Background: an optimization exercise with open tools, aiming at small area. Do not read the settings as production practice. Where RTL was checked, it was by simulation tests only, not by an equivalence proof against the original. Power figures rest on the tool's default switching activity, not on a simulated workload.

## saat
module saat
 # (
    parameter BIR_SANIYE = 12_000,
    parameter [10:0] T_CMP = 11'b01111001111,
    parameter [13:0] Z_CMP = 14'b11100111111111,
    parameter [4:0]  R_CMP = 5'b01111
   )
   (
    input sys_clk,
    input rst_n,
    input button_1,
    input button_2,
    output [2:0] led,
    output [7:0] segment,
    output [3:0] digit
   );
==> module saat, before the edit <==
module saat
 # (
    parameter BIR_SANIYE = 12_000,
    parameter [10:0] T_CMP = 11'b01111001111,
    parameter [13:0] Z_CMP = 14'b11100111111111,
    parameter [4:0]  R_CMP = 5'b01111
   )
   (
    input sys_clk,
    input rst_n,
    input button_1,
    input button_2,
    output [2:0] led,
    output [7:0] segment,
    output [3:0] digit
   );
localparam CC_END = BIR_SANIYE / 600;
localparam RC_END = BIR_SANIYE / 1000;
function [13:0] lfsr;
  input integer w;
  input integer n;
  integer i;
  reg fb;
  begin
    lfsr = 0;
    for (i = 0; i < n; i = i + 1) begin
      case (w)
        5:  fb = ~(lfsr[4] ^ lfsr[1]);
        11: fb = ~(lfsr[10] ^ lfsr[9]);
        default: fb = ~(lfsr[13] ^ lfsr[12] ^ lfsr[11] ^ lfsr[1]);
      endcase
      lfsr = {lfsr[12:0], fb} & ((14'd1 << w) - 1);
    end
  end
endfunction
localparam [10:0] T_OVF = lfsr(11, 60 * (CC_END + 1));
localparam [10:0] T_ONE = (CC_END > 0) ? 11'd1 : 11'd0;
localparam [13:0] Z_END = lfsr(14, BIR_SANIYE);
localparam [4:0]  R_END = lfsr(5, 2 * RC_END + 1);
localparam [4:0]  R_REF = lfsr(5, RC_END);
reg [10:0] t;
reg [13:0] z;
reg [4:0]  r;
reg [2:0]  mt;
reg [3:0]  mu;
reg [1:0]  ht;
reg [3:0]  hu;
reg [3:0]  c;
reg [1:0]  p;
reg        init;
reg        l;
wire b1 = ~button_1;
wire b2 = ~button_2;
wire both = b1 & b2;
wire any = b1 | b2;
wire s_ovf = ((t & T_CMP) == (T_OVF & T_CMP));
wire z_end = ((z & Z_CMP) == (Z_END & Z_CMP));
wire m_ovf = mt[2] & mt[1];
wire h_ovf = ht[1] & hu[2];
wire m_btn = b2 & z_end;
wire h_btn = b1 & z_end;
wire m_inc = m_btn | (~m_ovf & s_ovf);
wire m_clr = ~m_btn & (m_ovf | (both & ~s_ovf));
wire h_inc = h_btn | (~h_ovf & m_ovf);
wire h_clr = ~h_btn & (h_ovf | (both & ~m_ovf));
wire refresh = ((r & R_CMP) == (R_REF & R_CMP));
wire t_fb = ~(t[10] ^ t[9]);
wire z_fb = ~(z[13] ^ z[12] ^ z[11] ^ z[1]);
wire r_fb = ~(r[4] ^ r[1]);
reg [10:0] t_n;
reg [13:0] z_n;
reg [4:0]  r_n;
reg [2:0]  mt_n;
reg [3:0]  mu_n;
reg [1:0]  ht_n;
reg [3:0]  hu_n;
reg [3:0]  c_n;
reg [1:0]  p_n;
reg        i_n;
always @* begin
  if (both) t_n = 0;
  else if (s_ovf) t_n = T_ONE;
  else t_n = {t[9:0], t_fb};
  z_n = z;
  if (any) begin
    if (z_end) z_n = 0;
    else z_n = {z[12:0], z_fb};
  end
  if (r == R_END) r_n = 0;
  else r_n = {r[3:0], r_fb};
  mt_n = mt; mu_n = mu;
  if (m_clr) begin
    mt_n = 0; mu_n = 0;
  end else if (m_inc) begin
    if (mu == 4'd9) begin mu_n = 0; mt_n = mt + 1'b1; end
    else mu_n = mu + 1'b1;
  end
  ht_n = ht; hu_n = hu;
  if (h_clr) begin
    ht_n = 0; hu_n = 0;
  end else if (h_inc) begin
    if (hu == 4'd9) begin hu_n = 0; ht_n = ht + 1'b1; end
    else hu_n = hu + 1'b1;
  end
  i_n = init; p_n = p; c_n = c;
  if (refresh) begin
    i_n = 1'b0;
    if (!init) begin
      p_n = p + 1'b1;
      case (p)
        2'd0: c_n = mu;
        2'd1: if (~m_ovf) c_n = {1'b0, mt};
        2'd2: c_n = hu;
        2'd3: c_n = {2'b00, ht};
      endcase
    end
  end
end
always @(posedge sys_clk) begin
  if (!rst_n) begin
    t <= 0; z <= 0; r <= 0;
    mt <= 0; mu <= 0; ht <= 0; hu <= 0;
    c <= 4'd15; p <= 0; init <= 1'b1;
    l <= 1'b0;
  end else begin
    t <= t_n; z <= z_n; r <= r_n;
    mt <= mt_n; mu <= mu_n; ht <= ht_n; hu <= hu_n;
    c <= c_n; p <= p_n; init <= i_n;
    l <= ~any;
  end
end
assign led = {3{l}};
assign digit = init ? 4'b1111 : ~(4'b0001 << p);
localparam [15:0] SA = 16'b0000_1111_1110_1101;
localparam [15:0] SB = 16'b0001_1111_1001_1111;
localparam [15:0] SC = 16'b0011_0011_1111_1011;
localparam [15:0] SD = 16'b0110_0111_0110_1101;
localparam [15:0] SE = 16'b0100_0101_0100_0101;
localparam [15:0] SF = 16'b0111_0111_0111_0001;
localparam [15:0] SG = 16'b0111_1111_0111_1100;
assign segment = {~digit[3], SG[c], SF[c], SE[c], SD[c], SC[c], SB[c], SA[c]};
endmodule
Settings: LEC_CHECK=0, CAP_MARGIN=20, CORE_MARGIN=2, CORE_UTILIZATION=40, SLEW_MARGIN=20; clock period 10.0 ns.
standard.sh (not shown) runs the stock make flow with config.mk's settings and CLKGATE_MAP_FILE= SYNTH_SCRIPT=/design/flow/synth_recipe.tcl, a recipe that flattens the netlist after the stock synthesis.
==> flow/flow/run.sh <==
#!/bin/bash
# Own layout flow: the standard synthesis, then the combinational logic between
# the registers re-mapped by ABC for area (registers, their names and cells
# untouched; the smallest of several ABC scripts is kept), then the standard
# layout from floorplan to finish, with buf_1 port buffers and no CTS dummy
# loads.
set -euo pipefail
cd "$(dirname "$0")/.."
W=$(pwd)
R=$W/orfs/results/$FLOW_PLATFORM/saat/base
YOSYS=$FLOW_HOME/../tools/install/yosys/bin/yosys
LIB=$FLOW_HOME/platforms/$FLOW_PLATFORM/lib/sky130_fd_sc_hd__tt_025C_1v80.lib

bash standard.sh synth > "$W/flow_synth.log" 2>&1
cp "$R/1_2_yosys.v" "$W/std_synth.v"

DONT_USE=$(sed -n '/^export DONT_USE_CELLS/,/^$/p' "$FLOW_HOME/platforms/$FLOW_PLATFORM/config.mk" \
  | tr ' \\' '\n\n' | grep '^sky130_fd_sc_hd__' | sed 's/^/-dont_use /' | tr '\n' ' ')

remap() {
  local n=$1 s=$2
  cat > "$W/remap_$n.ys" <<EOY
read_liberty -ignore_miss_func $LIB
read_verilog $W/std_synth.v
hierarchy -top $FLOW_TOP
setattr -mod -set keep_hierarchy 1 sky130_fd_sc_hd__dfxtp_1 sky130_fd_sc_hd__conb_1
flatten
select $FLOW_TOP
rename -hide w:*.*
opt
abc -liberty $LIB $DONT_USE -script $W/$s
opt_clean -purge
hilomap -singleton -hicell sky130_fd_sc_hd__conb_1 HI -locell sky130_fd_sc_hd__conb_1 LO
insbuf -buf sky130_fd_sc_hd__buf_1 A X
splitnets
opt_clean -purge
tee -o $W/remap_$n.stat stat -liberty $LIB
write_verilog -noattr -noexpr -nohex -nodec -selected $W/remap_$n.v
EOY
  "$YOSYS" -s "$W/remap_$n.ys" > "$W/remap_$n.log" 2>&1 || true
}

pids=()
for s in flow/abc_*.script; do
  remap "$(basename "$s" .script)" "$s" &
  pids+=($!)
  if (( ${#pids[@]} >= 4 )); then wait "${pids[0]}"; pids=("${pids[@]:1}"); fi
done
wait

best=""
best_area=""
for st in "$W"/remap_*.stat; do
  n=$(basename "$st" .stat); n=${n#remap_}
  a=$(grep "Chip area" "$st" | awk '{print $NF}') || continue
  [[ -n "$a" ]] || continue
  echo "$n $a" >> "$W/remap_areas.txt"
  if [[ -z "$best" ]] || awk "BEGIN{exit !($a < $best_area)}"; then
    best=$n; best_area=$a
  fi
done

if [[ -n "$best" ]]; then
  cp "$W/remap_$best.v" "$R/1_2_yosys.v"
  rm -f "$R/1_synth.odb" "$R/1_synth.sdc"
fi
echo "chosen: ${best:-standard} ${best_area}" >> "$W/remap_areas.txt"

bash standard.sh "BUFFER_PORTS_ARGS=-buffer_cell sky130_fd_sc_hd__buf_1" \
  "CTS_ARGS=-sink_clustering_enable -repair_clock_nets -dont_use_dummy_load" \
  finish > "$W/flow_layout.log" 2>&1
Other scripts of this flow, unchanged in this note and not shown: flow/flow/abc_a.script, flow/flow/abc_b.script, flow/flow/abc_c.script, flow/flow/abc_d1.script, flow/flow/abc_d2.script, flow/flow/abc_d3.script, flow/flow/abc_d4.script, flow/flow/abc_d5.script, flow/flow/abc_d6.script
Change:
--- a/flow/design.v
+++ b/flow/design.v
@@ -128,15 +128,15 @@
     c <= c_n; p <= p_n; init <= i_n;
     l <= ~any;
   end
 end
 assign led = {3{l}};
 assign digit = init ? 4'b1111 : ~(4'b0001 << p);
-localparam [15:0] SA = 16'b0000_1111_1110_1101;
-localparam [15:0] SB = 16'b0001_1111_1001_1111;
-localparam [15:0] SC = 16'b0011_0011_1111_1011;
-localparam [15:0] SD = 16'b0110_0111_0110_1101;
-localparam [15:0] SE = 16'b0100_0101_0100_0101;
-localparam [15:0] SF = 16'b0111_0111_0111_0001;
-localparam [15:0] SG = 16'b0111_1111_0111_1100;
+localparam [15:0] SA = 16'b0000_0011_1110_1101;
+localparam [15:0] SB = 16'b0000_0011_1001_1111;
+localparam [15:0] SC = 16'b0000_0011_1111_1011;
+localparam [15:0] SD = 16'b0000_0011_0110_1101;
+localparam [15:0] SE = 16'b0000_0001_0100_0101;
+localparam [15:0] SF = 16'b0000_0011_0111_0001;
+localparam [15:0] SG = 16'b0000_0011_0111_1100;
 assign segment = {~digit[3], SG[c], SF[c], SE[c], SD[c], SC[c], SB[c], SA[c]};
 endmodule
Global-route usage rises by 0.49 points. First-iteration DRC count rises to 3.0 times its value. Area after synthesis goes up by 0.65%. Sequential power stays flat. Synthesized cell count climbs by 3.9%. Setup slack gains 0.032 ns. Critical path depth decreases by 1. Routed wire length climbs by 5.0%. Total power stays flat. Worst hold slack stays flat. Via count climbs by 4.2%. Design area is higher by 1.4%. Clock power is about the same. Fmax increases by 0.89%.
The RTL of the second run of this note was laid out without a check of its function.

## port drivers added, routing unchanged
No port has a modelled driver above. Below, the same layouts with a new extraction and two added sets of constraints.
Step 1, drivers: a clkbuf_16 drives sys_clk and a buf_2 each remaining input, both assumed.
Step 2, shift: input delay + t, output delay - t, t = (earliest + latest rising clock arrival at the registers) / 2. This alone moves slack from input paths to output paths.
Three values: ideal, step 1, step 2; two values: the first two.
run	shift t [ns]	setup slack, ns	hold slack, ns	worst register clock-pin slew, ns
the first run	0.310	6.392 / 6.391 / 6.081	0.424 / 0.424 / 0.424	0.09 / 0.09
the second run	0.321	6.424 / 6.394 / 6.298	0.423 / 0.423 / 0.423	0.09 / 0.09
After both steps setup and hold are still met in every run listed. The setup slack of the first run, which loses most, moves by -0.001 ns with the drivers and by -0.311 ns with both steps.
